Background: an optimization exercise with open tools, aiming at small area. Do not read the settings as production practice.
The RTL was checked by simulation tests, not by an equivalence proof against the original design.
The clock cells of runs 5 to 7 come from the design's own scripts or RTL, not from TritonCTS.
The clock port is modelled as an ideal driver, which makes a skipped or thinned clock tree look cheaper than it is; a real chip needs a root buffer or a tree.
No activity file was given, so power comes from the tool's default toggle rates.

==> design/flow/design.v <==
module My_game(input logic clk,rst,SW1,SW2,SW3,
					 output logic LEDR,LEDR2,LEDR3,LEDR4,LEDR5,LEDR6,LEDR7,LEDR8,LEDR9,LEDR10,
					 output logic HEX00,HEX01,HEX02,HEX03,HEX04,HEX05,HEX06,HEX07,
					 output logic HEX10,HEX11,HEX12,HEX13,HEX14,HEX15,HEX16,HEX17,
					 output logic HEX20,HEX21,HEX22,HEX23,HEX24,HEX25,HEX26,HEX27);
reg [4:0]dig1,dig2,dig3;
reg [7:0]count1,count2,count3;
reg [26:0] counter1,counter2,counter3;  
assign LEDR=rst;  
assign LEDR2=SW1;  
assign LEDR3=SW2;  
assign LEDR4=SW3;  
assign LEDR6=0;  
assign LEDR7=0;
assign LEDR8=0;
assign LEDR9=0;
assign LEDR10=0;
always_ff@(posedge clk)
begin
	if(!rst)
	begin
		counter1<=0;
		dig1<=0;
	end
	else if(counter1==500000)
	begin
		counter1<=0;
		if(dig1<15)
		begin
			if(SW1==0)	
				dig1<=dig1+1;
			else
				dig1<=dig1+0;
		end				
		else
			dig1<=0;
	end
   else
		counter1<=counter1+1;
end
always_ff@(posedge clk)
begin
	if(!rst)
	begin
		counter2<=0;
		dig2<=0;
	end
	else if(counter2==500000)
	begin
		counter2<=0;
		if(dig2<15)
		begin
			if(SW2==0)	
				dig2<=dig2+1;
			else
				dig2<=dig2+0;
		end
		else
			dig2<=0;
	end
   else
		counter2<=counter2+1;
end
always_ff@(posedge clk)
begin
	if(!rst)
	begin
		counter3<=0;
		dig3<=0;
	end
	else if(counter3==500000)
	begin 
		counter3<=0;
		if(dig3<15)
		begin
			if(SW3==0)	
				dig3<=dig3+1;
			else
				dig3<=dig3+0;
		end
		else
			dig3<=0;
	end
   else
		counter3<=counter3+1;
end
always@(*)  
begin
	if(SW1==1 && SW2==1 && SW3==1)
	begin
		if(dig1==dig2 && dig2==dig3)
			LEDR5<=1;
		else
			LEDR5<=0;
	end
	else
		LEDR5<=0;
end
always@(*)
begin
case(dig1)  
4'b0000 :  count1 = 8'b00000010;  
4'b0001 :  count1 = 8'b10011110;  
4'b0010 :  count1 = 8'b00100100;  
4'b0011 :  count1 = 8'b00001100;  
4'b0100 :  count1 = 8'b10011000;  
4'b0101 :  count1 = 8'b01001000;  
4'b0110 :  count1 = 8'b01000000;  
4'b0111 :  count1 = 8'b00011110;  
4'b1000 :  count1 = 8'b00000000;  
4'b1001 :  count1 = 8'b00001000;  
4'b1010 :  count1 = 8'b00010000;  
4'b1011 :  count1 = 8'b11000000;  
4'b1100 :  count1 = 8'b01100010;  
4'b1101 :  count1 = 8'b10000100;  
4'b1110 :  count1 = 8'b01100000;  
4'b1111 :  count1 = 8'b01110000;  
default :  count1 = 8'b11111111;  
endcase
case(dig2)  
4'b0000 :  count2 = 8'b00000010;  
4'b0001 :  count2 = 8'b10011110;  
4'b0010 :  count2 = 8'b00100100;  
4'b0011 :  count2 = 8'b00001100;  
4'b0100 :  count2 = 8'b10011000;  
4'b0101 :  count2 = 8'b01001000;  
4'b0110 :  count2 = 8'b01000000;  
4'b0111 :  count2 = 8'b00011110;  
4'b1000 :  count2 = 8'b00000000;  
4'b1001 :  count2 = 8'b00001000;  
4'b1010 :  count2 = 8'b00010000;  
4'b1011 :  count2 = 8'b11000000;  
4'b1100 :  count2 = 8'b01100010;  
4'b1101 :  count2 = 8'b10000100;  
4'b1110 :  count2 = 8'b01100000;  
4'b1111 :  count2 = 8'b01110000;  
default :  count2 = 8'b11111111;  
endcase
case(dig3)  
4'b0000 :  count3 = 8'b00000010;  
4'b0001 :  count3 = 8'b10011110;  
4'b0010 :  count3 = 8'b00100100;  
4'b0011 :  count3 = 8'b00001100;  
4'b0100 :  count3 = 8'b10011000;  
4'b0101 :  count3 = 8'b01001000;  
4'b0110 :  count3 = 8'b01000000;  
4'b0111 :  count3 = 8'b00011110;  
4'b1000 :  count3 = 8'b00000000;  
4'b1001 :  count3 = 8'b00001000;  
4'b1010 :  count3 = 8'b00010000;  
4'b1011 :  count3 = 8'b11000000;  
4'b1100 :  count3 = 8'b01100010;  
4'b1101 :  count3 = 8'b10000100;  
4'b1110 :  count3 = 8'b01100000;  
4'b1111 :  count3 = 8'b01110000;  
default :  count3 = 8'b11111111;  
endcase
end
assign HEX00 = count1[7];                
assign HEX01 = count1[6]; 
assign HEX02 = count1[5]; 
assign HEX03 = count1[4];
assign HEX04 = count1[3];
assign HEX05 = count1[2];
assign HEX06 = count1[1];
assign HEX07 = count1[0];
assign HEX10 = count2[7];                
assign HEX11 = count2[6]; 
assign HEX12 = count2[5]; 
assign HEX13 = count2[4];
assign HEX14 = count2[3];
assign HEX15 = count2[2];
assign HEX16 = count2[1];
assign HEX17 = count2[0];
assign HEX20 = count3[7];                
assign HEX21 = count3[6]; 
assign HEX22 = count3[5]; 
assign HEX23 = count3[4];
assign HEX24 = count3[3];
assign HEX25 = count3[2];
assign HEX26 = count3[1];
assign HEX27 = count3[0];
endmodule	
==> design/flow/run.sh <==
#!/bin/bash
# synth_recipe.tcl (not shown) runs the flow's synth.tcl, then flattens the netlist and writes it again
# the make line also repeats each setting of config.mk as NAME=value (left out here)
make -C /OpenROAD-flow-scripts/flow DESIGN_CONFIG=/design/flow/config.mk WORK_HOME=/design/flow/orfs CLKGATE_MAP_FILE= SYNTH_SCRIPT=/design/flow/synth_recipe.tcl finish
==> design/flow/config.mk <==
export PLATFORM = sky130hd
export DESIGN_NAME = My_game
export DESIGN_NICKNAME = My_game
export VERILOG_FILES = /design/flow/design.v
export SDC_FILE = /design/flow/constraint.sdc
export NUM_CORES = 4
export LEC_CHECK = 0
export CAP_MARGIN = 20
export CORE_MARGIN = 2
export CORE_UTILIZATION = 40
export SLEW_MARGIN = 20
==> design/flow/constraint.sdc <==
create_clock -name core_clock -period 10.0 [get_ports {clk}]
set_input_delay 2.0000 -clock core_clock [delete_from_list [all_inputs] [get_ports {clk}]]
set_output_delay 2.0000 -clock core_clock [all_outputs]
set_load 0.01 [all_outputs]
==> results of run 1 <==
-- per-layer routing --
metal,track usage,wire [um],share of wire,vias up
li1,-,-,-,2406
met1,0.199,5730,0.48,2175
met2,0.251,5450,0.46,87
met3,0.0484,522,0.044,16
met4,0.0698,228,0.019,0
met5,0,0,0,-
-- logic make-up (layout without fill, tap and decap cells) --
group                    Yosys count  in the layout  synth area share
other                              1              5          0.000629
AND/OR/NAND/NOR                  323            323             0.283
AO/OA/AOI/OAI                     53             53            0.0675
multiplexers                      24             24            0.0428
adder cells (fa/ha/maj)           27             27            0.0566
buffers and inverters             64             96            0.0491
XOR/XNOR                          73             73             0.107
flip-flops                       117            117             0.393
-- power by group through the flow --
| stage | clock [W] | combinational [W] | sequential [W] |
|---|---|---|---|
| final | 0.000562 | 0.0000216 | 0.000474 |
| after global routing | 0.000596 | 0.0000246 | 0.000474 |
| after CTS | 0.000573 | 0.0000221 | 0.000473 |
| after detailed placement | 0 | 0.0000219 | 0.000483 |
| after global placement | 0 | 0.0000215 | 0.000483 |
| after floorplan | 0 | 0.0000168 | 0.000482 |
-- how the worst min path moves through the flow --
stage | from | endpoint | slack (ps) | cells past startpoint
final | counter2[0] | counter2[0] | 480 | 1
after global routing | counter2[0] | counter2[0] | 510 | 1
after CTS | counter2[0] | counter2[0] | 490 | 1
after detailed placement | counter2[0] | counter2[0] | 470 | 1
after global placement | counter3[0] | counter3[0] | 460 | 1
after floorplan | counter2[0] | counter2[0] | 440 | 1
-- layout make-up --
type	instances	area, um2
Fill cell	1400	7610
Multi-Input combinational cell	505	3340
Sequential cell	117	2340
Clock buffer	24	492
Timing Repair Buffer	35	345
Tap cell	184	230
Inverter	32	120
Clock inverter	5	50.0
-- layout by cell type, fill, tap and decap left out, types with 5 or more instances in the layout --
| cell type | Yosys | routed |
|---|---|---|
| o21ai_0 | 8 | 8 |
| and4_1 | 9 | 9 |
| nor3_1 | 19 | 19 |
| and3_1 | 25 | 25 |
| xor2_1 | 43 | 43 |
| nor4_1 | 7 | 7 |
| nor4b_1 | 11 | 11 |
| or2_2 | 23 | 23 |
| nor2b_1 | 6 | 6 |
| mux2_2 | 8 | 8 |
| conb_1 | 1 | 5 |
| a21oi_1 | 9 | 9 |
| nand2_1 | 42 | 42 |
| xnor2_1 | 30 | 30 |
| mux2i_1 | 15 | 15 |
| or3_1 | 10 | 10 |
| nand3_1 | 43 | 43 |
| nor2_1 | 92 | 92 |
| ha_1 | 27 | 27 |
| nand4_1 | 20 | 20 |
| clkdlybuf4s50_1 | 0 | 33 |
| dfxtp_1 | 117 | 117 |
| clkbuf_16 | 0 | 17 |
| inv_1 | 30 | 30 |
-- metrics by stage --
| step | instances | power, W |
|---|---|---|
| floorplan | 686 | 0.000499 |
| global placement | 873 | 0.000504 |
| detailed placement | 873 | 0.000505 |
| CTS | 902 | 0.00107 |
| global route | 902 | 0.00109 |
| finish | 902 | 0.00106 |
==> run_results.csv, run 1 <==
group,metric,value,unit
run_status,outcome,"complete, no violations",
grt,antenna_found_initial,0,
grt,grt_util_all_layers,0.158,
die,io_pins,39,
die,die_w,126,um
setup_path,crit_chain,"clkdlybuf4s50_1, clkdlybuf4s50_1",
layout,fin_nets,740,
sta,hold_violations,0,
cts,cts_hold_buf,0,
sta,slew_headroom,0.367,
synth,synthTopCellsByCount,"dfxtp_1, nor2_1, nand3_1, xor2_1, nand2_1",
route,detailedRoute.firstPassIterationCount,4,
synth,yosys-top-cells-area,"dfxtp_1, xor2_1, nor2_1",
synth,synth.top_cell.area_share,0.393,
power_and_ir_drop,p_leak,2.78,nW
setup_path,cp.required,8000,ps
layout,layout-drive-gt1-share,0.0933,
sta,whs,483,ps
cts,cts.sinks,117,
sta,final_max_slew_viol_count,0,
setup_path,startpoint,"rst",
setup_path,crit_top_cell,"clkdlybuf4s50_1",
layout,final_area,6920,um2
die,core,14500,um2
sta,worst_pin_slew,946,ps
setup_path,cp.depth,2,
power_and_ir_drop,sequentialPowerShare,0.448,
setup_path,path_buf_inv,2,
grt,grt_pass1_wl,20.7,mm
synth,yosysTopAreaCell,"dfxtp_1",
layout,syn2layout_area_growth,16.1,%
cts,cts_max_level,4,
synth,yosysMostFrequentCell,"dfxtp_1",
grt,grt_max_degree,28,
route,num_vias,4684,
setup_path,critPathMaxFanout,27,
power_and_ir_drop,pwr-share-comb,0.020,
placement,place_congestion,0.782,
synth,yosysUniqueCellTypes,59,
cts,numCtsBuffers,17,
setup_path,critPathLaunchType,"input port",
power_and_ir_drop,ir_drop,0.000107,V
route,ant_nets,0,
route,routed_wl,11.9,mm
die,dieArea,15900,um2
route,drt_iter0_drc,297,
power_and_ir_drop,power_frac_clock,0.532,
setup_path,crit_type,"input port to primary output",
die,start_util,0.410,
sta,fin_ws,4210,ps
setup_path,r2r_slack,6820,ps
setup_path,cp-end-kind,"primary output",
grt,first_global_vias,4525,
hold_path,hold_class,"flip-flop to flip-flop",
synth,synth-edff-count,0,
placement,portBuffers,33,
cts,tritoncts,"done",
synth,yosys_most_used_dff,"dfxtp_1",
cts,clock-root-buffer,"clkbuf_16",
layout,insertedDiodeCount,0,
setup_path,critPathCapture,"LEDR",
setup_path,max_stage_delay,1090,ps
setup_path,cp_data_arrival_time,3790,ps
synth,syn_inst,682,
sta,max_freq,173,MHz
cts,post_cts_buffers,0,
setup_path,critPathTopFamily,"buffers and inverters",
sta,setup_violations,0,
sta,finalClockSkew,10.6,ps
power_and_ir_drop,internal-power,0.000839,W
cts,clk_path_buf_depth,2,
placement,placed_area,6380,um2
route,wl_per_cell,13.2,um
synth,ys_seq_area_frac,0.393,
sta,fin_crit,5790,ps
sta,setup-tns-final,0,ps
cts,clk_pin_slew,50,ps
sta,rsz0062_at_grt,"no",
power_and_ir_drop,switchingPower,0.000218,W
synth,yosysWarnings,1,
placement,pre_cts_ws,4210,ps
sta,post-route-period-util,0.579,
setup_path,cpMaxStageDelayCell,"clkdlybuf4s50_1",
placement,hpwl,8.17,mm
die,rows,44,
setup_path,ff2ff_path_depth,9,
setup_path,r2r_start,"counter2[20]",
synth,synth-seq-cells,117,
power_and_ir_drop,power.share.switching,0.206,
route,viasPerCell,5.19,
layout,fin_util,0.476,
job,timing.max_cap.violations,0,
route,drc,0,
synth,async_flop_share,0,
die,dieHeight,126,um
synth,syn_area_per_cell,8.75,um2
synth,syn_area,5960,um2
grt,grt-ovfl-total,0,
power_and_ir_drop,power.density,153,nW/um2
cts,clkLatencyLatePin,420,ps
cts,cts_resized,0,
==> run 2: changes to the inputs <==
==> design/flow/design.v (replaced) <==
module My_game(input logic clk,rst,SW1,SW2,SW3,
					 output logic LEDR,LEDR2,LEDR3,LEDR4,LEDR5,LEDR6,LEDR7,LEDR8,LEDR9,LEDR10,
					 output logic HEX00,HEX01,HEX02,HEX03,HEX04,HEX05,HEX06,HEX07,
					 output logic HEX10,HEX11,HEX12,HEX13,HEX14,HEX15,HEX16,HEX17,
					 output logic HEX20,HEX21,HEX22,HEX23,HEX24,HEX25,HEX26,HEX27);
assign LEDR=rst;
assign LEDR2=SW1;
assign LEDR3=SW2;
assign LEDR4=SW3;
assign {LEDR6,LEDR7,LEDR8,LEDR9,LEDR10}=5'b0;
localparam logic [18:0] T_START = 19'h00000;  
localparam logic [18:0] T_END   = 19'h296da;  
localparam logic [18:0] T_MASK  = 19'h7dfff;  
logic [18:0] timer;
wire tick = ((timer ^ T_END) & T_MASK) == 19'd0;
wire restart = !rst || tick;
wire fb = timer[18] ^ timer[12] ^ 1'b0;
always_ff @(posedge clk)
	if (restart) timer <= T_START;
	else timer <= {~timer[17:0], fb};
logic [3:0] dig1;
logic [3:0] dig2;
logic [3:0] dig3;
function automatic logic [3:0] nxt(input logic [3:0] v);
	case (v)
	4'h0: nxt = 4'h1;
	4'h1: nxt = 4'h2;
	4'h2: nxt = 4'h3;
	4'h3: nxt = 4'h4;
	4'h4: nxt = 4'h5;
	4'h5: nxt = 4'h6;
	4'h6: nxt = 4'h7;
	4'h7: nxt = 4'h8;
	4'h8: nxt = 4'h9;
	4'h9: nxt = 4'ha;
	4'ha: nxt = 4'hb;
	4'hb: nxt = 4'hc;
	4'hc: nxt = 4'hd;
	4'hd: nxt = 4'he;
	4'he: nxt = 4'hf;
	4'hf: nxt = 4'h0;
	endcase
endfunction
function automatic logic [7:0] seg(input logic [3:0] v);
	case (v)
	4'h0: seg = 8'b00000010;
	4'h1: seg = 8'b10011110;
	4'h2: seg = 8'b00100100;
	4'h3: seg = 8'b00001100;
	4'h4: seg = 8'b10011000;
	4'h5: seg = 8'b01001000;
	4'h6: seg = 8'b01000000;
	4'h7: seg = 8'b00011110;
	4'h8: seg = 8'b00000000;
	4'h9: seg = 8'b00001000;
	4'ha: seg = 8'b00010000;
	4'hb: seg = 8'b11000000;
	4'hc: seg = 8'b01100010;
	4'hd: seg = 8'b10000100;
	4'he: seg = 8'b01100000;
	4'hf: seg = 8'b01110000;
	endcase
endfunction
always_ff @(posedge clk)
	if (!rst) dig1 <= 4'h0;
	else if (tick && (!SW1 || dig1 == 4'hf)) dig1 <= nxt(dig1);
always_ff @(posedge clk)
	if (!rst) dig2 <= 4'h0;
	else if (tick && (!SW2 || dig2 == 4'hf)) dig2 <= nxt(dig2);
always_ff @(posedge clk)
	if (!rst) dig3 <= 4'h0;
	else if (tick && (!SW3 || dig3 == 4'hf)) dig3 <= nxt(dig3);
assign LEDR5 = SW1 && SW2 && SW3 && dig1 == dig2 && dig2 == dig3;
assign {HEX00,HEX01,HEX02,HEX03,HEX04,HEX05,HEX06,HEX07} = seg(dig1);
assign {HEX10,HEX11,HEX12,HEX13,HEX14,HEX15,HEX16,HEX17} = seg(dig2);
assign {HEX20,HEX21,HEX22,HEX23,HEX24,HEX25,HEX26,HEX27} = seg(dig3);
endmodule
==> run 2 against run 1 <==
  * Still clean
  * Via count down 60%
  * Combinational power decreased by 27%
  * Register-to-register slack better by 1400 ps
  * Count of clock-buffer cells in the layout fell by 17
  * Area after synthesis down 63%
  * Clock power is 81% lower
  * Global-route usage is 0.61 points higher
==> run_results.csv, run 2 <==
group,metric,value,unit
cts,cts_max_level,2,
power_and_ir_drop,power.density,103,nW/um2
route,wl_met3,285,um
cts,tritoncts,"done",
die,die_w,78.0,um
die,rows,26,
die,dieArea,6080,um2
grt,grt-ovfl-total,0,
route,detailedRoute.firstPassIterationCount,4,
power_and_ir_drop,ir_drop,0.000112,V
setup_path,crit_type,"input port to primary output",
sta,rsz0062_at_grt,"no",
sta,setup-tns-final,0,ps
synth,synth-edff-count,0,
sta,worst_pin_slew,635,ps
cts,clkLatencyLatePin,280,ps
layout,final_area,2490,um2
layout,largest_register,"timer",
cts,post_cts_buffers,0,
layout,layout_common_cells,"nor2_1, dfxtp_1, clkdlybuf4s50_1",
synth,yosysUniqueCellTypes,48,
grt,grt_util_all_layers,0.165,
synth,yosysTopAreaCell,"dfxtp_1",
synth,syn_area,2190,um2
power_and_ir_drop,p_leak,0.929,nW
sta,fin_ws,4500,ps
layout,syn2layout_area_growth,13.8,%
placement,placed_area,2390,um2
setup_path,cp.required,8000,ps
synth,synth-seq-cells,31,
route,viasPerCell,5.27,
layout,layout-drive-gt1-share,0.0804,
setup_path,ff2ff_path_depth,4,
setup_path,r2r_start,"dig2[3]",
grt,grt_max_degree,22,
synth,async_flop_share,0,
cts,numCtsBuffers,5,
route,ant_nets,0,
synth,yosysMostFrequentCell,"nor2_1",
synth,ys_seq_area_frac,0.283,
synth,synth.top_cell.area_share,0.283,
sta,fin_crit,5500,ps
placement,hpwl,3.46,mm
setup_path,critPathTopFamily,"buffers and inverters",
run_status,outcome,"complete, no violations",
route,drc,0,
die,io_pins,39,
die,core,5200,um2
layout,fin_nets,307,
sta,finalClockSkew,6.65,ps
route,num_vias,1877,
route,wl_met1,2.23,mm
hold_path,whs_path_depth,1,
die,dieHeight,78.0,um
cts,cts.sinks,31,
synth,yosys_most_used_dff,"dfxtp_1",
sta,max_freq,182,MHz
sta,slew_headroom,0.576,
synth,yosysWarnings,1,
route,wl_met2,2.20,mm
setup_path,path_buf_inv,2,
placement,place_congestion,0.841,
setup_path,crit_chain,"clkdlybuf4s50_1, o2111ai_1, a211oi_1, clkdlybuf4s50_1",
setup_path,cp-end-kind,"primary output",
setup_path,r2r_slack,8220,ps
setup_path,critPathMaxFanout,4,
cts,clk_pin_slew,60,ps
setup_path,crit_top_cell,"clkdlybuf4s50_1",
hold_path,hold_end,"timer[14]",
grt,antenna_found_initial,0,
setup_path,max_stage_delay,570,ps
route,drt_iter0_drc,88,
sta,post-route-period-util,0.550,
setup_path,r2r_end,"dig2[2]",
hold_path,min_from,"timer[13]",
sta,hold_violations,0,
die,start_util,0.421,
synth,yosys-top-cells-area,"dfxtp_1, ha_1, nor2_1",
route,routed_wl,4.76,mm
synth,syn_area_per_cell,8.11,um2
grt,first_global_vias,1717,
cts,clock-root-buffer,"clkbuf_8",
sta,final_max_slew_viol_count,0,
cts,cts_resized,0,
hold_path,hold_class,"flip-flop to flip-flop",
placement,pre_cts_ws,4470,ps
setup_path,cpMaxStageDelayCell,"clkdlybuf4s50_1",
placement,portBuffers,30,
route,top_layer,"met4",
synth,synthTopCellsByCount,"nor2_1, dfxtp_1, nand2_1, o21ai_0, ha_1",
job,timing.max_cap.violations,0,
cts,clk_path_buf_depth,2,
route,wl_per_cell,13.4,um
layout,largest_register_ffs,19,
layout,insertedDiodeCount,0,
sta,setup_violations,0,
setup_path,critPathLaunchType,"input port",
layout,final_common_cell,"nor2_1",
synth,syn_inst,270,
setup_path,cp_data_arrival_time,3500,ps
grt,grt_pass1_wl,8.10,mm
cts,cts_hold_buf,0,
-- run 2: cell types whose count changed after synthesis, sizes merged, moves of 24 or more --
cell	before	now
dfxtp	117	31
nor2	92	37
xor2	43	0
nand3	43	9
xnor2	30	1
or2	24	0
-- run 2: where the power goes --
group	switching (W)	internal, W
Clock	0.0000468	0.0000625
Combinational	0.00000887	0.00000687
Sequential	0.00000279	0.000129
Total	0.0000585	0.000199
-- run 2: metrics by stage --
step	power, W	std cells	hold WS, ps	utilization
floorplan	0.000149	277	368	-
global placement	0.000150	348	374	0.459
detailed placement	0.000151	348	375	0.459
global route	0.000269	356	417	0.479
CTS	0.000262	356	387	0.479
finish	0.000257	356	388	0.479
-- run 2: final cells by class --
type	instances	area [um2]
clock buffers	7	96.3
repair buffers	30	300
fillers	535	2710
well taps	70	87.6
clock inverters	1	7.51
inverters	15	56.3
flip-flops and latches	31	621
multi-input cells	202	1320
-- run 2: worst max path at each step --
| stage | startpoint | to | cells past startpoint |
|---|---|---|---|
| after floorplan | SW1 | LEDR5 | 2 |
| after global placement | SW3 | LEDR5 | 4 |
| after detailed placement | SW3 | LEDR5 | 4 |
| after CTS | SW3 | LEDR5 | 4 |
| after global routing | SW3 | LEDR5 | 4 |
| final | SW3 | LEDR5 | 4 |
-- run 2: cells by family (layout without fill, tap and decap cells) --
kind of cell / after synthesis / after routing / share of synthesized area
AO/OA/AOI/OAI: 56 / 56 / 0.179
multiplexers: 8 / 8 / 0.0485
other: 1 / 8 / 0.00171
buffers and inverters: 44 / 53 / 0.124
flip-flops: 31 / 31 / 0.283
AND/OR/NAND/NOR: 112 / 112 / 0.262
XOR/XNOR: 1 / 1 / 0.00400
adder cells (fa/ha/maj): 17 / 17 / 0.0971
-- run 2: routing by layer --
layer  vias to the layer above  global-route usage
met5                         -                   0
met4                         0              0.0474
met3                         4              0.0407
met2                        55               0.266
met1                       865               0.218
li1                        953                   -
==> run 3: changes to the inputs <==
==> design/flow/flow/run.sh (new file) <==
#!/bin/bash
# Own layout flow: the standard synthesis, its combinational logic re-mapped for area
# (best of a few ABC scripts), then the standard ORFS layout with minimum-size port
# buffers and a small clock tree.
set -euo pipefail
W=$(pwd)
F=$W/flow
RES=$W/orfs/results/sky130hd/My_game/base
PLAT=$FLOW_HOME/platforms/sky130hd
export LIB=$PLAT/lib/sky130_fd_sc_hd__tt_025C_1v80.lib

# 1. standard synthesis (unchanged)
bash standard.sh synth > $W/1_std_synth.log 2>&1
cp $RES/1_2_yosys.v $W/std_synth.v

# 2. re-map the combinational logic; keep the smallest result
export TOP=$FLOW_TOP IN_V=$W/std_synth.v
export KEEP_CELLS="sky130_fd_sc_hd__dfxtp_1 sky130_fd_sc_hd__conb_1"
export DU_ARGS=$(make -s -C $FLOW_HOME DESIGN_CONFIG=$W/config.mk print-DONT_USE_CELLS 2>/dev/null | sed -E 's/^DONT_USE_CELLS *[:=] *//' | tr ' ' '\n' | grep . | sed 's/^/-dont_use /' | tr '\n' ' ')
export PERIOD_PS=$(python3 -c "print(int(float('$FLOW_PERIOD_NS')*1000))")
printf 'set_driving_cell sky130_fd_sc_hd__buf_1\nset_load 5\n' > $W/abc.constr
export CONSTR=$W/abc.constr
best=""; best_area=""
for s in $F/abc*.script; do
  n=$(basename $s .script)
  export ABC_SCRIPT=$s OUT_V=$W/remap_$n.v
  if yosys -c $F/remap.tcl > $W/2_remap_$n.log 2>&1; then
    a=$(grep 'Chip area' $OUT_V.stat | tail -1 | awk '{print $NF}')
    echo "$n $a" >> $W/remap_areas.txt
    if [[ -z "$best" ]] || python3 -c "import sys; sys.exit(0 if $a < $best_area else 1)"; then best=$OUT_V; best_area=$a; fi
  fi
done
echo "chosen: $best $best_area" >> $W/remap_areas.txt
if [[ -n "$best" ]]; then
  cp $best $RES/1_2_yosys.v
  rm -f $RES/1_synth.odb $RES/1_synth.sdc
fi

# 3. layout
export BUFFER_PORTS_ARGS="-buffer_cell sky130_fd_sc_hd__buf_1"
export CTS_ARGS="-sink_clustering_enable -repair_clock_nets -dont_use_dummy_load -buf_list sky130_fd_sc_hd__clkbuf_4 -sink_clustering_size 40 -sink_clustering_max_diameter 200"
bash standard.sh finish > $W/3_layout.log 2>&1
==> design/flow/flow/abc1.script (new file) <==
strash
dch
map -a
topo
==> design/flow/flow/abc2.script (new file) <==
strash
balance; rewrite; refactor; balance; rewrite; rewrite -z; balance; refactor -z; rewrite -z; balance
dch
map -a
topo
==> design/flow/flow/abc3.script (new file) <==
strash
balance; rewrite; refactor; balance; rewrite; rewrite -z; balance; refactor -z; rewrite -z; balance
dch -f
map -a
strash
dch -f
map -a
strash
dch -f
map -a
topo
==> design/flow/flow/abc4.script (new file) <==
strash
dch -f
map -a
strash
dch -f
map -a
strash
dch -f
map -a
strash
dch -f
map -a
topo
==> design/flow/flow/abc5.script (new file) <==
strash
&get -n
&st
&synch2
&dch
&nf -a -R 1000
&put
topo
==> design/flow/flow/remap.tcl (new file) <==
# Re-map the combinational logic of the standard synthesis netlist for area.
# The flip-flops and tie cells are kept as they are (same instances, names and cell types);
# only the gates between them are re-mapped by ABC with the script given in ABC_SCRIPT.
yosys read_liberty -ignore_miss_func $::env(LIB)
yosys read_verilog $::env(IN_V)
yosys hierarchy -top $::env(TOP)
foreach c $::env(KEEP_CELLS) { yosys blackbox $c }
yosys flatten
yosys delete t:\$scopeinfo
yosys opt -full
yosys abc -liberty $::env(LIB) {*}$::env(DU_ARGS) -script $::env(ABC_SCRIPT) -D $::env(PERIOD_PS) -constr $::env(CONSTR)
yosys opt_clean -purge
yosys tee -q -o $::env(OUT_V).stat stat -liberty $::env(LIB)
yosys write_verilog -noattr -nohex -nodec $::env(OUT_V)
==> design/flow/standard.sh (new file) <==
#!/bin/bash
# synth_recipe.tcl (not shown) runs the flow's synth.tcl, then flattens the netlist and writes it again
# the make line also repeats each setting of config.mk as NAME=value (left out here)
make -C /OpenROAD-flow-scripts/flow DESIGN_CONFIG=/design/flow/config.mk WORK_HOME=/design/flow/orfs CLKGATE_MAP_FILE= SYNTH_SCRIPT=/design/flow/synth_recipe.tcl "${@:-finish}"
removed: design/flow/run.sh
==> run 3 against run 2 <==
  * Still clean on timing, DRC and antenna
  * Total power fell by 22%
  * Sequential share of layout area up 11 points
  * First-iteration DRC count decreased by 27%
  * Hold slack better by 15 ps
  * Utilization is 0.49 points lower
  * Area after synthesis shrank 33%
  * Sequential power is essentially flat
  * Critical path type unchanged
  * Highest routed layer unchanged
==> run_results.csv, run 3 <==
group,metric,value,unit
run_status,outcome,"complete, no violations",
grt,grt_pass1_wl,6.00,mm
power_and_ir_drop,p_leak,0.607,nW
power_and_ir_drop,ir_drop,0.0000876,V
layout,final_area,1710,um2
cts,cts_max_level,2,
cts,clk_pin_slew,90,ps
setup_path,crit_type,"input port to primary output",
route,ant_nets,0,
power_and_ir_drop,sequentialPowerShare,0.654,
cts,clk_path_buf_depth,2,
sta,setup-tns-final,0,ps
grt,first_global_vias,1371,
sta,hold_violations,0,
grt,grt-ovfl-total,0,
die,dieArea,4180,um2
placement,portBuffers,30,
placement,dp.cells,298,
route,drc,0,
sta,max_freq,204,MHz
route,wl_per_cell,11.7,um
setup_path,cp_data_arrival_time,2900,ps
die,start_util,0.408,
cts,cts.sinks,31,
layout,fin_nets,262,
cts,numCtsBuffers,5,
die,rows,22,
sta,fin_crit,4900,ps
placement,placed_area,1670,um2
route,drt_iter0_drc,64,
grt,antenna_found_initial,0,
setup_path,cp-end-kind,"primary output",
setup_path,critPathMaxFanout,3,
die,die_w,64.7,um
route,routed_wl,3.54,mm
route,viasPerCell,5.10,
die,dieHeight,64.7,um
grt,grt_max_degree,15,
layout,final_common_cell,"nor2_1",
layout,largest_register_ffs,19,
sta,rsz0062_at_grt,"no",
hold_path,hold_class,"flip-flop to flip-flop",
power_and_ir_drop,power.share.switching,0.229,
power_and_ir_drop,switchingPower,0.0000460,W
die,io_pins,39,
cts,tritoncts,"done",
layout,syn2layout_area_growth,16.1,%
sta,post-route-period-util,0.490,
power_and_ir_drop,total_power,0.000201,W
cts,clkLatencyLatePin,320,ps
die,core,3610,um2
placement,hpwl,2.69,mm
power_and_ir_drop,internal-power,0.000155,W
sta,finalClockSkew,16.6,ps
layout,layout-drive-gt1-share,0.0235,
cts,post_cts_buffers,0,
sta,final_max_slew_viol_count,0,
layout,largest_register,"timer",
placement,place_congestion,0.829,
layout,final_cells,303,
layout,layout_common_cells,"nor2_1, dfxtp_1, buf_1",
sta,setup_violations,0,
grt,grt_util_all_layers,0.182,
synth,syn_area_per_cell,6.91,um2
synth,yosysWarnings,1,
synth,syn_area,1470,um2
cts,clock-root-buffer,"clkbuf_4",
layout,insertedDiodeCount,0,
job,timing.max_cap.violations,0,
cts,cts_hold_buf,0,
cts,cts_resized,0,
power_and_ir_drop,pwr-share-comb,0.053,
power_and_ir_drop,power.density,118,nW/um2
route,num_vias,1544,
setup_path,cp.required,8000,ps
layout,fin_util,0.474,
setup_path,critPathLaunchType,"input port",
synth,syn_inst,213,
power_and_ir_drop,power_frac_clock,0.294,
route,detailedRoute.firstPassIterationCount,4,
-- run 3: path summary, 6_finish.rpt --
kind	from	endpoint	slack [ps]	cells after the start
setup / recovery	SW2	LEDR5	5100	6
setup reg to reg	timer[12]	dig1[3]	7590	10
hold / removal	timer[6]	timer[7]	400	1
hold reg to reg	timer[6]	timer[7]	400	1
-- run 3: cell type report --
| cell class | instances | area, um2 |
|---|---|---|
| inverter | 29 | 109 |
| fill | 407 | 1900 |
| clock buffer | 5 | 37.5 |
| multi-input combinational | 160 | 769 |
| sequential | 31 | 621 |
| tap | 48 | 60.1 |
| timing repair buffer | 30 | 113 |
-- run 3: per-layer routing --
metal,wire length (um),up-vias,global-route usage
met2,1490,39,0.284
met5,0,-,0
li1,-,825,-
met3,184,5,0.0330
met1,1810,675,0.244
met4,52,0,0.0878
-- run 3: critical path, stage by stage --
cell and delay [ps]:
buf_1 110, clkinv_1 120, nor3_1 180, nand4_1 110, a211oi_1 200, buf_1 180
-- run 3: through the flow --
step | hold slack (ps) | setup slack (ps)
2_1_floorplan | 368 | 5350
3_3_place_gp | 389 | 5120
3_5_place_dp | 389 | 5100
4_1_cts | 407 | 5090
5_1_grt | 412 | 4990
6_report | 403 | 5100
-- run 3: power groups by stage --
stage	Clock (W)	Sequential (W)	Combinational (W)
finish	0.0000591	0.000132	0.0000106
CTS	0.0000612	0.000132	0.0000107
detailed placement	0	0.000135	0.0000107
global placement	0	0.000134	0.0000105
floorplan	0	0.000134	0.00000693
global route	0.0000662	0.000133	0.0000123
==> run 4: changes to the inputs <==
--- a/design/flow/design.v
+++ b/design/flow/design.v
@@ -8,13 +8,13 @@
 assign LEDR3=SW2;
 assign LEDR4=SW3;
 assign {LEDR6,LEDR7,LEDR8,LEDR9,LEDR10}=5'b0;
-localparam logic [18:0] T_START = 19'h00000;  
-localparam logic [18:0] T_END   = 19'h296da;  
-localparam logic [18:0] T_MASK  = 19'h7dfff;  
+localparam logic [18:0] T_START = 19'h74017;  
+localparam logic [18:0] T_END   = 19'h113cd;  
+localparam logic [18:0] T_MASK  = 19'h76fef;  
 logic [18:0] timer;
 wire tick = ((timer ^ T_END) & T_MASK) == 19'd0;
 wire restart = !rst || tick;
-wire fb = timer[18] ^ timer[12] ^ 1'b0;
+wire fb = timer[18] ^ timer[12] ^ 1'b1;
 always_ff @(posedge clk)
 	if (restart) timer <= T_START;
 	else timer <= {~timer[17:0], fb};
--- a/design/flow/flow/run.sh
+++ b/design/flow/flow/run.sh
@@ -20,15 +20,22 @@
 export PERIOD_PS=$(python3 -c "print(int(float('$FLOW_PERIOD_NS')*1000))")
 printf 'set_driving_cell sky130_fd_sc_hd__buf_1\nset_load 5\n' > $W/abc.constr
 export CONSTR=$W/abc.constr
+remap_one() {
+  local s=$1 n
+  n=$(basename $s .script)
+  ABC_SCRIPT=$s OUT_V=$W/remap_$n.v yosys -c $F/remap.tcl > $W/2_remap_$n.log 2>&1 || true
+}
+export -f remap_one
+export W F
+ls $F/abc_*.script | xargs -P ${NUM_CORES:-4} -I{} bash -c 'remap_one {}'
 best=""; best_area=""
-for s in $F/abc*.script; do
+for s in $F/abc_*.script; do
   n=$(basename $s .script)
-  export ABC_SCRIPT=$s OUT_V=$W/remap_$n.v
-  if yosys -c $F/remap.tcl > $W/2_remap_$n.log 2>&1; then
-    a=$(grep 'Chip area' $OUT_V.stat | tail -1 | awk '{print $NF}')
-    echo "$n $a" >> $W/remap_areas.txt
-    if [[ -z "$best" ]] || python3 -c "import sys; sys.exit(0 if $a < $best_area else 1)"; then best=$OUT_V; best_area=$a; fi
-  fi
+  OUT_V=$W/remap_$n.v
+  [[ -f $OUT_V.stat ]] || continue
+  a=$(grep 'Chip area' $OUT_V.stat | tail -1 | awk '{print $NF}')
+  echo "$n $a" >> $W/remap_areas.txt
+  if [[ -z "$best" ]] || python3 -c "import sys; sys.exit(0 if $a < $best_area else 1)"; then best=$OUT_V; best_area=$a; fi
 done
 echo "chosen: $best $best_area" >> $W/remap_areas.txt
 if [[ -n "$best" ]]; then
==> design/flow/flow/abc_ds1.script (new file) <==
strash
&get -n
&deepsyn -T 20 -S 1
&put
dch
amap
topo
==> design/flow/flow/abc_ds1x2.script (new file) <==
strash
&get -n
&deepsyn -T 20 -S 1
&put
dch
amap
strash
dch
amap
topo
==> design/flow/flow/abc_ds2.script (new file) <==
strash
&get -n
&deepsyn -T 20 -S 2
&put
dch
amap
topo
==> design/flow/flow/abc_ds2x2.script (new file) <==
strash
&get -n
&deepsyn -T 20 -S 2
&put
dch
amap
strash
dch
amap
topo
==> design/flow/flow/abc_ds3.script (new file) <==
strash
&get -n
&deepsyn -T 20 -S 3
&put
dch
amap
topo
==> design/flow/flow/abc_ds4.script (new file) <==
strash
&get -n
&deepsyn -T 20 -S 4
&put
dch
amap
topo
==> design/flow/flow/abc_dsf.script (new file) <==
strash
&get -n
&deepsyn -T 20
&put
dch -f
amap
topo
==> design/flow/flow/abc_map3.script (new file) <==
strash
balance; rewrite; refactor; balance; rewrite; rewrite -z; balance; refactor -z; rewrite -z; balance
dch -f
map -a
strash
dch -f
map -a
strash
dch -f
map -a
topo
removed: design/flow/flow/abc1.script
removed: design/flow/flow/abc2.script
removed: design/flow/flow/abc3.script
removed: design/flow/flow/abc4.script
removed: design/flow/flow/abc5.script
==> run 4 against run 3 <==
  * Still clean
  * Die area fell by 6.9%
  * Utilization rose by 1.1 points
  * Critical path depth grew 6
  * Sequential cell count did not move
  * Critical path type is now flip-flop to primary output
  * Critical endpoint is now HEX02
  * Largest cell class unchanged
  * Highest routed layer unchanged
==> run_results.csv, run 4 <==
group,metric,value,unit
sta,fin_ws,5020,ps
power_and_ir_drop,power.share.switching,0.217,
grt,first_global_vias,1275,
die,dieHeight,62.4,um
cts,cts_resized,0,
hold_path,whs_path_depth,1,
power_and_ir_drop,ir_drop,0.000100,V
route,drt_iter0_drc,78,
setup_path,crit_type,"flip-flop to primary output",
sta,post-route-period-util,0.498,
setup_path,critPathMaxFanout,5,
grt,antenna_found_initial,0,
route,routed_wl,3.22,mm
grt,grt_util_all_layers,0.172,
die,start_util,0.412,
grt,grt-ovfl-total,0,
route,drc,0,
power_and_ir_drop,sequentialPowerShare,0.662,
layout,largest_register_ffs,19,
die,dieArea,3890,um2
setup_path,cp.required,8000,ps
sta,rsz0062_at_grt,"no",
cts,cts.sinks,31,
route,num_vias,1396,
cts,cts_max_level,2,
cts,tritoncts,"done",
job,timing.max_cap.violations,0,
die,io_pins,39,
die,rows,21,
route,viasPerCell,5.21,
sta,setup-tns-final,0,ps
sta,final_max_slew_viol_count,0,
cts,clock-root-buffer,"clkbuf_4",
setup_path,cp_data_arrival_time,2980,ps
hold_path,hold_class,"flip-flop to flip-flop",
power_and_ir_drop,pwr-share-comb,0.045,
grt,grt_pass1_wl,5.40,mm
route,detailedRoute.firstPassIterationCount,4,
setup_path,cp-end-kind,"primary output",
die,die_w,62.4,um
placement,place_congestion,0.818,
power_and_ir_drop,p_leak,0.596,nW
synth,syn_area,1360,um2
power_and_ir_drop,internal-power,0.000154,W
cts,post_cts_buffers,0,
synth,syn_inst,179,
cts,clk_pin_slew,70,ps
sta,hold_violations,0,
grt,grt_max_degree,11,
layout,layout-drive-gt1-share,0.0270,
sta,max_freq,201,MHz
sta,fin_crit,4980,ps
route,ant_nets,0,
synth,syn_area_per_cell,7.62,um2
layout,final_common_cell,"nor2_1",
power_and_ir_drop,power.density,123,nW/um2
layout,layout_common_cells,"nor2_1, dfxtp_1, buf_1",
synth,yosysWarnings,1,
placement,pre_cts_ws,5370,ps
cts,cts_hold_buf,0,
run_status,outcome,"complete, no violations",
layout,insertedDiodeCount,0,
cts,clk_path_buf_depth,2,
sta,setup_violations,0,
layout,multi_input_area,687,um2
layout,largest_register,"timer",
power_and_ir_drop,switchingPower,0.0000428,W
setup_path,critPathLaunchType,"flip-flop",
power_and_ir_drop,power_frac_clock,0.293,
placement,portBuffers,30,
sta,finalClockSkew,24.8,ps
cts,clkLatencyLatePin,320,ps
placement,hpwl,2.55,mm
cts,numCtsBuffers,5,
layout,syn2layout_area_growth,17.7,%
setup_path,ff2ff_path_depth,9,
layout,seqCellArea,621,um2
layout,fillers,338,
route,wl_per_cell,12.0,um
layout,fin_nets,229,
die,core,3310,um2
## run 4: power groups by stage
stage / clock (W) / combinational, W / sequential, W
after CTS: 0.0000607 / 0.00000892 / 0.000130
after detailed placement: 0 / 0.00000891 / 0.000133
after global routing: 0.0000650 / 0.0000102 / 0.000131
after floorplan: 0 / 0.00000553 / 0.000132
after global placement: 0 / 0.00000856 / 0.000133
final: 0.0000577 / 0.00000889 / 0.000130
## run 4: metal layers
metal,wire length (um),global-route usage
met2,1540,0.300
met3,174,0.0577
met5,0,0
met4,36,0.0639
met1,1470,0.196
## run 4: cell type report
class,instances,share of cell area
flip-flops and latches,31,0.387
repair buffers,31,0.0748
clock buffers,5,0.0234
well taps,46,0.0359
multi-input cells,133,0.428
inverters,22,0.0514
## run 4: per-stage QoR
| stage | cell area [um2] | hold WS, ps | cells | util | total power [W] |
|---|---|---|---|---|---|
| 2_1_floorplan | 1390 | 343 | 186 | - | 0.000138 |
| 3_3_place_gp | 1570 | 349 | 263 | 0.474 | 0.000142 |
| 3_5_place_dp | 1570 | 358 | 263 | 0.474 | 0.000142 |
| 4_1_cts | 1610 | 377 | 268 | 0.485 | 0.000200 |
| 5_1_grt | 1610 | 384 | 268 | 0.485 | 0.000206 |
| 6_report | 1610 | 373 | 268 | 0.485 | 0.000197 |
## run 4: critical path: stages, from the launching register on
cell,delay (ps)
dfxtp_1,360
nor2_1,280
clkinv_1,140
o21ai_0,320
nand2_1,120
a211oi_1,330
o22ai_1,170
and3_1,220
or2_0,220
a21oi_1,150
nor2_1,70
o21a_1,180
buf_1,120
## run 4: final timing paths
kind,startpoint,end,slack (ps)
worst max-delay path,dig1[1],HEX02,5020
worst min-delay path,timer[15],timer[16],370
worst max register to register,timer[18],dig3[3],7780
worst min register to register,timer[15],timer[16],370
==> run 5: changes to the inputs <==
--- a/design/flow/flow/run.sh
+++ b/design/flow/flow/run.sh
@@ -1,7 +1,7 @@
 #!/bin/bash
 # Own layout flow: the standard synthesis, its combinational logic re-mapped for area
 # (best of a few ABC scripts), then the standard ORFS layout with minimum-size port
-# buffers and a small clock tree.
+# buffers and a single clock buffer (flow/cts_pre.tcl).
 set -euo pipefail
 W=$(pwd)
 F=$W/flow
@@ -45,5 +45,5 @@
 
 # 3. layout
 export BUFFER_PORTS_ARGS="-buffer_cell sky130_fd_sc_hd__buf_1"
-export CTS_ARGS="-sink_clustering_enable -repair_clock_nets -dont_use_dummy_load -buf_list sky130_fd_sc_hd__clkbuf_4 -sink_clustering_size 40 -sink_clustering_max_diameter 200"
+export PRE_CTS_TCL=$F/cts_pre.tcl CLOCK_BUF_CELL=sky130_fd_sc_hd__clkbuf_16
 bash standard.sh finish > $W/3_layout.log 2>&1
==> design/flow/flow/cts_pre.tcl (new file) <==
# Clock tree for a small design: one clock buffer, placed at the centre of the
# flip-flops, drives every flip-flop clock pin (so all registers see the same
# clock arrival). Replaces the H-tree that clock_tree_synthesis would build.
proc clock_tree_synthesis { args } {
  set block [ord::get_db_block]
  set sx 0.0
  set sy 0.0
  set n 0
  foreach inst [$block getInsts] {
    if { [[$inst getMaster] isSequential] } {
      set bb [$inst getBBox]
      set sx [expr { $sx + ([$bb xMin] + [$bb xMax]) / 2.0 }]
      set sy [expr { $sy + ([$bb yMin] + [$bb yMax]) / 2.0 }]
      incr n
    }
  }
  set dbu [$block getDbUnitsPerMicron]
  set x [expr { $sx / $n / $dbu }]
  set y [expr { $sy / $n / $dbu }]
  puts "clock buffer $::env(CLOCK_BUF_CELL) at ($x, $y) for $n flip-flops"
  insert_buffer -buffer_cell $::env(CLOCK_BUF_CELL) -net clk -location [list $x $y] \
    -buffer_name clkbuf_root -net_name clk_root
  set_propagated_clock [all_clocks]
}
--- a/design/flow/config.mk
+++ b/design/flow/config.mk
@@ -8,4 +8,5 @@
 export CAP_MARGIN = 20
 export CORE_MARGIN = 2
 export CORE_UTILIZATION = 40
+export GPL_TIMING_DRIVEN = 0
 export SLEW_MARGIN = 20
==> run 5 against run 4 <==
  * Fmax grew 4.3%
  * First-iteration DRC count shrank 17%
  * Sequential power is essentially flat
  * Routed wire length shrank 0.53%
  * Critical path depth is the same
  * Via count shrank 3.1%
  * Clock skew shrank 24 ps
  * Cell area shrank 1.2%
  * Sequential share of layout area grew 0.49 points
  * Hold slack gained 8.5 ps
  * Combinational power is essentially flat
  * Setup slack gained 200 ps
  * Critical path type unchanged
  * Critical endpoint unchanged
  * Largest cell class unchanged
  * Highest routed layer unchanged
==> run_results.csv, run 5 <==
group,metric,value,unit
layout,syn2layout_area_growth,16.2,%
layout,insertedDiodeCount,0,
placement,pre_cts_ws,5380,ps
die,dieHeight,62.4,um
setup_path,cp-end-kind,"primary output",
hold_path,whs_path_depth,1,
sta,whs,381,ps
route,routed_wl,3.20,mm
setup_path,crit_type,"flip-flop to primary output",
hold_path,hold_class,"flip-flop to flip-flop",
setup_path,cp.required,8000,ps
synth,yosysWarnings,1,
cts,clkLatencyLatePin,170,ps
setup_path,cp.depth,12,
placement,place_congestion,0.782,
setup_path,crit_chain,"nor2_1, clkinv_1, o21ai_0, nand2_1, a211oi_1, o22ai_1, and3_1, or2_0, a21oi_1, nor2_1, o21a_1, buf_1",
setup_path,critPathCapture,"HEX02",
sta,rsz0062_at_grt,"no",
synth,syn_inst,179,
layout,layout-drive-gt1-share,0.00461,
power_and_ir_drop,ir_drop,0.0000720,V
die,core,3310,um2
route,drt_iter0_drc,65,
layout,largest_register,"timer",
cts,cts_hold_buf,0,
die,dieArea,3890,um2
layout,final_common_cell,"nor2_1",
route,wl_per_cell,12.2,um
setup_path,r2r_start,"timer[18]",
layout,largest_register_ffs,19,
sta,fin_ws,5230,ps
sta,post-route-period-util,0.477,
route,drc,0,
grt,grt-ovfl-total,0,
placement,hpwl,2.54,mm
setup_path,crit_top_cell,"nor2_1",
setup_path,max_stage_delay,360,ps
power_and_ir_drop,power.density,119,nW/um2
die,rows,21,
sta,finalClockSkew,1.10,ps
route,detailedRoute.firstPassIterationCount,4,
route,viasPerCell,5.14,
layout,layout_common_cells,"nor2_1, dfxtp_1, buf_1",
synth,syn_area,1360,um2
sta,max_freq,210,MHz
layout,fin_nets,224,
grt,grt_util_all_layers,0.158,
layout,final_cells,263,
setup_path,r2r_end,"dig1[2]",
setup_path,startpoint,"dig1[3]",
sta,hold_violations,0,
power_and_ir_drop,total_power,0.000188,W
route,ant_nets,0,
grt,antenna_found_initial,0,
cts,post_cts_buffers,0,
die,die_w,62.4,um
sta,slew_headroom,0.276,
placement,dp.cells,262,
grt,grt_pass1_wl,5.28,mm
setup_path,critPathLaunchType,"flip-flop",
sta,worst_pin_slew,1080,ps
setup_path,cp_data_arrival_time,2770,ps
synth,syn_area_per_cell,7.62,um2
setup_path,critPathMaxFanout,5,
die,start_util,0.412,
setup_path,ff2ff_path_depth,8,
setup_path,cpMaxStageDelayCell,"dfxtp_1",
sta,setup-tns-final,0,ps
job,timing.max_cap.violations,0,
setup_path,path_buf_inv,2,
power_and_ir_drop,p_leak,0.580,nW
die,io_pins,39,
grt,first_global_vias,1186,
setup_path,r2r_slack,7170,ps
cts,cts_resized,0,
cts,clk_pin_slew,110,ps
hold_path,min_from,"timer[15]",
sta,final_max_slew_viol_count,0,
setup_path,critPathTopFamily,"compound AO/OA/AOI/OAI gates",
placement,portBuffers,30,
grt,grt_max_degree,32,
route,num_vias,1353,
sta,setup_violations,0,
sta,fin_crit,4770,ps
run_status,outcome,"complete, no violations",
layout,fillers,355,
[run 5: cell types whose count changed in the layout (fill, tap and decap cells not counted)]
cell	delta
clkbuf_4	-5
buf_4	-1
clkbuf_16	+1
[run 5: how the worst min path moves through the flow]
stage                     slack, ps        end
after floorplan                 340  timer[16]
after global placement          350  timer[16]
after detailed placement        360  timer[16]
after CTS                       390  timer[16]
after global routing            410  timer[16]
final                           380  timer[16]
[run 5: power by group]
part / switching, W / leakage [nW] / internal (W)
registers: 0.00000216 / 0.255 / 0.000128
logic: 0.00000634 / 0.313 / 0.00000258
clock network: 0.0000304 / 0.0123 / 0.0000186
[run 5: cell type report, clock buffers not listed]
cell class,count,area [um2],share of cell area
multi-input combinational,133,687,0.433
sequential,31,621,0.391
timing repair buffer,30,113,0.0710
inverter,22,82.6,0.0521
tap,46,57.6,0.0363
[run 5: metal layers]
metal  share of wire  track usage  vias to the layer above
li1                -            -                      702
met3           0.040      0.00721                        2
met4          0.0038      0.00556                        0
met5               0            0                        -
met1            0.47        0.205                      615
met2            0.49        0.304                       34
[run 5: stage by stage]
step / cell area (um2) / util
after floorplan: 1390 / -
after global placement: 1560 / 0.471
after detailed placement: 1560 / 0.471
after CTS: 1590 / 0.479
after global routing: 1590 / 0.479
final: 1590 / 0.479
==> run 6: changes to the inputs <==
--- a/design/flow/flow/run.sh
+++ b/design/flow/flow/run.sh
@@ -1,7 +1,7 @@
 #!/bin/bash
 # Own layout flow: the standard synthesis, its combinational logic re-mapped for area
 # (best of a few ABC scripts), then the standard ORFS layout with minimum-size port
-# buffers and a single clock buffer (flow/cts_pre.tcl).
+# buffers, a single clock buffer (flow/cts_pre.tcl) and one tie cell for all constant outputs.
 set -euo pipefail
 W=$(pwd)
 F=$W/flow
@@ -45,5 +45,6 @@
 
 # 3. layout
 export BUFFER_PORTS_ARGS="-buffer_cell sky130_fd_sc_hd__buf_1"
+export SKIP_REPAIR_TIE_FANOUT=1
 export PRE_CTS_TCL=$F/cts_pre.tcl CLOCK_BUF_CELL=sky130_fd_sc_hd__clkbuf_16
 bash standard.sh finish > $W/3_layout.log 2>&1
==> run 6 against run 5 <==
  * Sequential power about the same
  * Die area stayed put
  * Final cell count shrank 2.7%
  * Combinational power fell by 2%
  * Routed wire length down 6.2%
  * Via count hardly changed
  * Sequential cell count unchanged
  * Clock power increased by 2%
  * Still clean on timing, DRC and antenna
==> run_results.csv, run 6 <==
group,metric,value,unit
layout,layout-drive-gt1-share,0.00476,
setup_path,cp-end-kind,"primary output",
placement,portBuffers,30,
sta,hold_violations,0,
layout,final_common_cell,"nor2_1",
grt,antenna_found_initial,0,
power_and_ir_drop,power.density,121,nW/um2
setup_path,ff2ff_path_depth,8,
sta,slew_headroom,0.298,
die,dieArea,3890,um2
sta,final_max_slew_viol_count,0,
placement,dp.cells,255,
setup_path,critPathTopFamily,"compound AO/OA/AOI/OAI gates",
sta,setup_violations,0,
sta,worst_pin_slew,1040,ps
cts,clk_pin_slew,110,ps
cts,post_cts_buffers,0,
cts,cts_hold_buf,0,
die,start_util,0.412,
setup_path,r2r_slack,7230,ps
job,timing.max_cap.violations,0,
grt,first_global_vias,1183,
grt,grt_max_degree,32,
route,wl_per_cell,11.7,um
cts,cts_resized,0,
placement,place_congestion,0.835,
route,num_vias,1354,
route,detailedRoute.firstPassIterationCount,5,
grt,grt_pass1_wl,5.15,mm
placement,placed_area,1530,um2
power_and_ir_drop,ir_drop,0.0000816,V
setup_path,r2r_start,"timer[18]",
route,routed_wl,3.00,mm
hold_path,whs_path_depth,1,
sta,rsz0062_at_grt,"no",
power_and_ir_drop,p_leak,0.557,nW
setup_path,path_buf_inv,2,
sta,max_freq,209,MHz
hold_path,min_from,"timer[15]",
setup_path,cp.required,8000,ps
run_status,outcome,"complete, no violations",
layout,insertedDiodeCount,0,
setup_path,r2r_end,"dig3[3]",
die,rows,21,
synth,syn_area_per_cell,7.62,um2
die,dieHeight,62.4,um
synth,syn_inst,179,
layout,largest_register_ffs,19,
sta,fin_crit,4780,ps
layout,largest_register,"timer",
layout,fillers,346,
layout,final_cells,256,
grt,grt_util_all_layers,0.152,
sta,setup-tns-final,0,ps
synth,yosysWarnings,1,
layout,final_area,1560,um2
route,drt_iter0_drc,81,
grt,grt-ovfl-total,0,
setup_path,crit_chain,"nor2_1, clkinv_1, o21ai_0, nand2_1, a211oi_1, o22ai_1, and3_1, or2_0, a21oi_1, nor2_1, o21a_1, buf_1",
die,die_w,62.4,um
setup_path,critPathMaxFanout,5,
setup_path,max_stage_delay,360,ps
hold_path,hold_class,"flip-flop to flip-flop",
route,ant_nets,0,
sta,post-route-period-util,0.478,
route,drc,0,
setup_path,critPathLaunchType,"flip-flop",
synth,syn_area,1360,um2
layout,layout_common_cells,"nor2_1, dfxtp_1, buf_1",
layout,syn2layout_area_growth,14.3,%
hold_path,hold_end,"timer[16]",
sta,whs,376,ps
die,io_pins,39,
setup_path,crit_type,"flip-flop to primary output",
placement,hpwl,2.40,mm
route,viasPerCell,5.29,
power_and_ir_drop,total_power,0.000189,W
sta,finalClockSkew,4.77,ps
cts,clkLatencyLatePin,170,ps
setup_path,cp_data_arrival_time,2780,ps
setup_path,cpMaxStageDelayCell,"dfxtp_1",
setup_path,crit_top_cell,"nor2_1",
layout,fin_nets,217,
die,core,3310,um2
-- run 6: cell count changes in the layout (fill, tap and decap cells not counted) --
cell    before  now
conb_1       8    1
-- run 6: area by class of cell, clock buffers not listed --
cell class                 count  area, um2  area share
inverter                      22       82.6      0.0530
multi-input combinational    126        661       0.424
sequential                    31        621       0.398
tap                           46       57.6      0.0369
timing repair buffer          30        113      0.0722
-- run 6: per-stage QoR --
| stage | setup WS [ps] | utilization |
|---|---|---|
| final | 5220 | 0.471 |
| after global routing | 4970 | 0.471 |
| after CTS | 5260 | 0.471 |
| after detailed placement | 5370 | 0.463 |
| after global placement | 5390 | 0.463 |
| after floorplan | 5590 | - |
-- run 6: worst max-delay path by stage --
stage / slack (ps) / to / from / cells after the start
after floorplan: 5590 / LEDR5 / SW1 / 2
after global placement: 5390 / LEDR5 / SW2 / 4
after detailed placement: 5370 / LEDR5 / SW2 / 4
after CTS: 5260 / HEX02 / dig1[3] / 12
after global routing: 4970 / HEX02 / dig1[1] / 12
final: 5220 / HEX02 / dig1[3] / 12
-- run 6: worst reg2reg max path: stages, from the launching register on --
cell and delay [ps]:
dfxtp_1 340, or4b_1 520, nor4_1 890, clkinv_1 220, nor2_1 190, nand2_1 120
nor3_1 270, nor2_1 70, nor2_1 100
-- run 6: layer usage --
metal | vias up | track usage | routed length (um)
met3 | 2 | 0.0162 | 179
li1 | 692 | - | -
met2 | 50 | 0.274 | 1420
met5 | - | 0 | 0
met4 | 0 | 0.0111 | 19
met1 | 610 | 0.205 | 1380
-- run 6: power by group --
group | switching [W] | leakage, nW | internal, W
clock network | 0.0000313 | 0.0123 | 0.0000187
logic | 0.00000616 | 0.290 | 0.00000258
registers | 0.00000221 | 0.255 | 0.000128
total | 0.0000397 | 0.557 | 0.000149
==> run 7: changes to the inputs <==
==> design/flow/design.v (replaced) <==
module My_game(input logic clk,rst,SW1,SW2,SW3,
					 output logic LEDR,LEDR2,LEDR3,LEDR4,LEDR5,LEDR6,LEDR7,LEDR8,LEDR9,LEDR10,
					 output logic HEX00,HEX01,HEX02,HEX03,HEX04,HEX05,HEX06,HEX07,
					 output logic HEX10,HEX11,HEX12,HEX13,HEX14,HEX15,HEX16,HEX17,
					 output logic HEX20,HEX21,HEX22,HEX23,HEX24,HEX25,HEX26,HEX27);
assign LEDR=rst;
assign LEDR2=SW1;
assign LEDR3=SW2;
assign LEDR4=SW3;
assign {LEDR6,LEDR7,LEDR8,LEDR9,LEDR10}=5'b0;
localparam logic [18:0] T_START = 19'h74017;  
localparam logic [18:0] T_END   = 19'h113cd;  
localparam logic [18:0] T_MASK  = 19'h76fef;  
logic [18:0] timer;
wire tick = ((timer ^ T_END) & T_MASK) == 19'd0;
wire restart = !rst || tick;
wire fb = timer[18] ^ timer[12] ^ 1'b1;
always_ff @(posedge clk)
	if (restart) timer <= T_START;
	else timer <= {~timer[17:0], fb};
logic [3:0] dig1;
logic [3:0] dig2;
logic [3:0] dig3;
function automatic logic [3:0] nxt(input logic [3:0] v);
	case (v)
	4'hb: nxt = 4'ha;
	4'ha: nxt = 4'h9;
	4'h9: nxt = 4'h8;
	4'h8: nxt = 4'h7;
	4'h7: nxt = 4'h6;
	4'h6: nxt = 4'hd;
	4'hd: nxt = 4'hc;
	4'hc: nxt = 4'h3;
	4'h3: nxt = 4'h2;
	4'h2: nxt = 4'h1;
	4'h1: nxt = 4'h0;
	4'h0: nxt = 4'hf;
	4'hf: nxt = 4'he;
	4'he: nxt = 4'h5;
	4'h5: nxt = 4'h4;
	4'h4: nxt = 4'hb;
	endcase
endfunction
function automatic logic [7:0] seg(input logic [3:0] v);
	case (v)
	4'hb: seg = 8'b00000010;
	4'ha: seg = 8'b10011110;
	4'h9: seg = 8'b00100100;
	4'h8: seg = 8'b00001100;
	4'h7: seg = 8'b10011000;
	4'h6: seg = 8'b01001000;
	4'hd: seg = 8'b01000000;
	4'hc: seg = 8'b00011110;
	4'h3: seg = 8'b00000000;
	4'h2: seg = 8'b00001000;
	4'h1: seg = 8'b00010000;
	4'h0: seg = 8'b11000000;
	4'hf: seg = 8'b01100010;
	4'he: seg = 8'b10000100;
	4'h5: seg = 8'b01100000;
	4'h4: seg = 8'b01110000;
	endcase
endfunction
always_ff @(posedge clk)
	if (!rst) dig1 <= 4'hb;
	else if (tick && (!SW1 || dig1 == 4'h4)) dig1 <= nxt(dig1);
always_ff @(posedge clk)
	if (!rst) dig2 <= 4'hb;
	else if (tick && (!SW2 || dig2 == 4'h4)) dig2 <= nxt(dig2);
always_ff @(posedge clk)
	if (!rst) dig3 <= 4'hb;
	else if (tick && (!SW3 || dig3 == 4'h4)) dig3 <= nxt(dig3);
assign LEDR5 = SW1 && SW2 && SW3 && dig1 == dig2 && dig2 == dig3;
assign {HEX00,HEX01,HEX02,HEX03,HEX04,HEX05,HEX06,HEX07} = seg(dig1);
assign {HEX10,HEX11,HEX12,HEX13,HEX14,HEX15,HEX16,HEX17} = seg(dig2);
assign {HEX20,HEX21,HEX22,HEX23,HEX24,HEX25,HEX26,HEX27} = seg(dig3);
endmodule
--- a/design/flow/flow/run.sh
+++ b/design/flow/flow/run.sh
@@ -46,5 +46,5 @@
 # 3. layout
 export BUFFER_PORTS_ARGS="-buffer_cell sky130_fd_sc_hd__buf_1"
 export SKIP_REPAIR_TIE_FANOUT=1
-export PRE_CTS_TCL=$F/cts_pre.tcl CLOCK_BUF_CELL=sky130_fd_sc_hd__clkbuf_16
+export PRE_CTS_TCL=$F/cts_pre.tcl CLOCK_BUF_CELL=${CLOCK_BUF_CELL:-sky130_fd_sc_hd__clkbuf_16}
 bash standard.sh finish > $W/3_layout.log 2>&1
==> design/flow/flow/abc_ds10.script (new file) <==
strash
&get -n
&deepsyn -T 20 -S 10
&put
dch
amap
topo
==> design/flow/flow/abc_ds11.script (new file) <==
strash
&get -n
&deepsyn -T 20 -S 11
&put
dch
amap
topo
==> design/flow/flow/abc_ds12.script (new file) <==
strash
&get -n
&deepsyn -T 20 -S 12
&put
dch
amap
topo
==> design/flow/flow/abc_ds5.script (new file) <==
strash
&get -n
&deepsyn -T 20 -S 5
&put
dch
amap
topo
==> design/flow/flow/abc_ds6.script (new file) <==
strash
&get -n
&deepsyn -T 20 -S 6
&put
dch
amap
topo
==> design/flow/flow/abc_ds7.script (new file) <==
strash
&get -n
&deepsyn -T 20 -S 7
&put
dch
amap
topo
==> design/flow/flow/abc_ds8.script (new file) <==
strash
&get -n
&deepsyn -T 20 -S 8
&put
dch
amap
topo
==> design/flow/flow/abc_ds9.script (new file) <==
strash
&get -n
&deepsyn -T 20 -S 9
&put
dch
amap
topo
removed: design/flow/flow/abc_ds1x2.script
removed: design/flow/flow/abc_ds2x2.script
==> run 7 against run 6 <==
  * Critical endpoint is now LEDR5
  * Largest power group unchanged
  * First-iteration DRC count up 36%
  * Final cell count down 2.7%
  * Critical path depth down 7
==> run_results.csv, run 7 <==
group,metric,value,unit
run_status,outcome,"complete, no violations",
die,dieArea,3810,um2
sta,setup_violations,0,
setup_path,cp_data_arrival_time,3070,ps
setup_path,cp-end-kind,"primary output",
synth,syn_area,1330,um2
setup_path,ff2ff_path_depth,8,
grt,first_global_vias,1146,
sta,hold_violations,0,
placement,place_congestion,0.873,
setup_path,critPathMaxFanout,4,
setup_path,critPathLaunchType,"input port",
power_and_ir_drop,ir_drop,0.000107,V
route,num_vias,1305,
placement,hpwl,2.31,mm
die,core,3100,um2
layout,fillers,326,
sta,post-route-period-util,0.507,
grt,grt-ovfl-total,0,
hold_path,hold_class,"flip-flop to flip-flop",
route,drc,0,
die,dieHeight,61.7,um
die,start_util,0.430,
route,drt_iter0_drc,110,
sta,rsz0062_at_grt,"no",
setup_path,crit_type,"input port to primary output",
cts,clk_pin_slew,110,ps
route,ant_nets,0,
sta,setup-tns-final,0,ps
synth,syn_area_per_cell,7.67,um2
die,io_pins,39,
cts,cts_hold_buf,0,
cts,cts_resized,0,
layout,syn2layout_area_growth,14.4,%
job,timing.max_cap.violations,0,
power_and_ir_drop,power.density,123,nW/um2
die,die_w,61.7,um
route,detailedRoute.firstPassIterationCount,5,
layout,fin_util,0.492,
die,rows,20,
sta,fin_ws,4930,ps
hold_path,whs_path_depth,1,
placement,placed_area,1500,um2
layout,insertedDiodeCount,0,
cts,clkLatencyLatePin,170,ps
sta,max_freq,197,MHz
grt,grt_util_all_layers,0.161,
placement,pre_cts_ws,4930,ps
power_and_ir_drop,p_leak,0.527,nW
grt,antenna_found_initial,0,
route,viasPerCell,5.24,
sta,worst_pin_slew,789,ps
layout,final_common_cell,"nor2_1",
layout,largest_register_ffs,19,
layout,fin_nets,212,
synth,syn_inst,174,
sta,slew_headroom,0.469,
sta,fin_crit,5070,ps
layout,layout_common_cells,"nor2_1, dfxtp_1, buf_1",
sta,finalClockSkew,3.31,ps
synth,yosysWarnings,1,
grt,grt_max_degree,32,
layout,layout-drive-gt1-share,0.00488,
layout,final_area,1530,um2
layout,largest_register,"timer",
cts,post_cts_buffers,0,
route,routed_wl,2.93,mm
sta,final_max_slew_viol_count,0,
sta,whs,380,ps
placement,portBuffers,30,
grt,grt_pass1_wl,4.86,mm
route,wl_per_cell,11.8,um
setup_path,cp.required,8000,ps
## run 7: changes by cell type in the layout (fill, tap and decap cells not counted), moves of 2 or more
cell      before  now
o221ai_1       1    6
clkinv_1      22   27
nand2_1       22   12
nor2_1        38   42
a21oi_1        7   14
o211ai_1       2    6
nor3_1        12    5
o21a_1         3    0
a22oi_1        2    0
o22ai_1        7    3
o211a_1        2    0
## run 7: where the power goes
part	switching (W)	internal [W]	total, W
Clock	0.0000297	0.0000186	0.0000483
Combinational	0.00000623	0.00000255	0.00000878
Sequential	0.00000209	0.000128	0.000130
Total	0.0000380	0.000149	0.000187
## run 7: area by class of cell, clock buffers not listed
| class | instances | area (um2) | area share |
|---|---|---|---|
| sequential | 31 | 621 | 0.407 |
| multi-input combinational | 116 | 612 | 0.401 |
| timing repair buffer | 30 | 113 | 0.0738 |
| inverter | 27 | 101 | 0.0664 |
| tap | 44 | 55.1 | 0.0361 |
## run 7: path summary, 6_finish.rpt
check,slack [ps],start,end
hold / removal,380,timer[15],timer[16]
setup reg to reg,6950,timer[18],dig3[3]
setup / recovery,4930,SW1,LEDR5
hold reg to reg,380,timer[15],timer[16]
## run 7: layer usage
metal	GRT usage	wire [um]	vias to the layer above
met5	0	0	-
met4	0.0182	16	0
met3	0.00828	117	2
met2	0.319	1530	27
met1	0.196	1270	600
li1	-	-	676
## run 7: critical path, cell delays in order
cell and delay [ps]:
buf_1 160, o2111ai_1 130, or3_1 370, nor4_1 220
buf_1 180
## run 7: stage by stage
stage          instances  total power [W]
2_1_floorplan        174         0.000137
4_1_cts              249         0.000190
3_5_place_dp         248         0.000142
3_3_place_gp         248         0.000142
6_report             249         0.000187
5_1_grt              249         0.000196

[what the ideal ports hide]
Ports are ideal in the flow. The routed layouts listed here were re-timed in OpenROAD.
Step 1 assumes that a clkbuf_16 drives the clock port and a buf_2 every other input.
Step 2 times the ports against the registers' clock, not the clock port: input delays grow and output delays shrink by t, the midpoint of the rising clock arrivals with the driver on.
a / b / c = ideal / step 1 / step 2; a / b = the first two.
run | t (ns) | setup slack, ns | worst setup path at the end | worst register clock-pin slew, ns | cell pins on the clock port's net
run 1 | 0.455 | 4.212 / 4.190 / 4.190 | input to output | 0.05 / 0.05 | 1
run 2 | 0.304 | 4.497 / 4.475 / 4.475 | input to output | 0.07 / 0.07 | 1
run 3 | 0.336 | 5.099 / 5.077 / 5.077 | input to output | 0.09 / 0.09 | 1
run 4 | 0.334 | 5.024 / 5.003 / 5.326 | input to output | 0.10 / 0.10 | 1
run 5 | 0.196 | 5.227 / 5.199 / 5.359 | input to output | 0.11 / 0.11 | 1
run 6 | 0.199 | 5.223 / 5.195 / 5.340 | input to output | 0.11 / 0.11 | 1
run 7 | 0.194 | 4.926 / 4.903 / 4.903 | input to output | 0.11 / 0.11 | 1
After both steps every run listed still meets setup and hold. The setup slack of run 7, which loses most, moves by -0.023 ns with the drivers and by -0.023 ns with both steps.
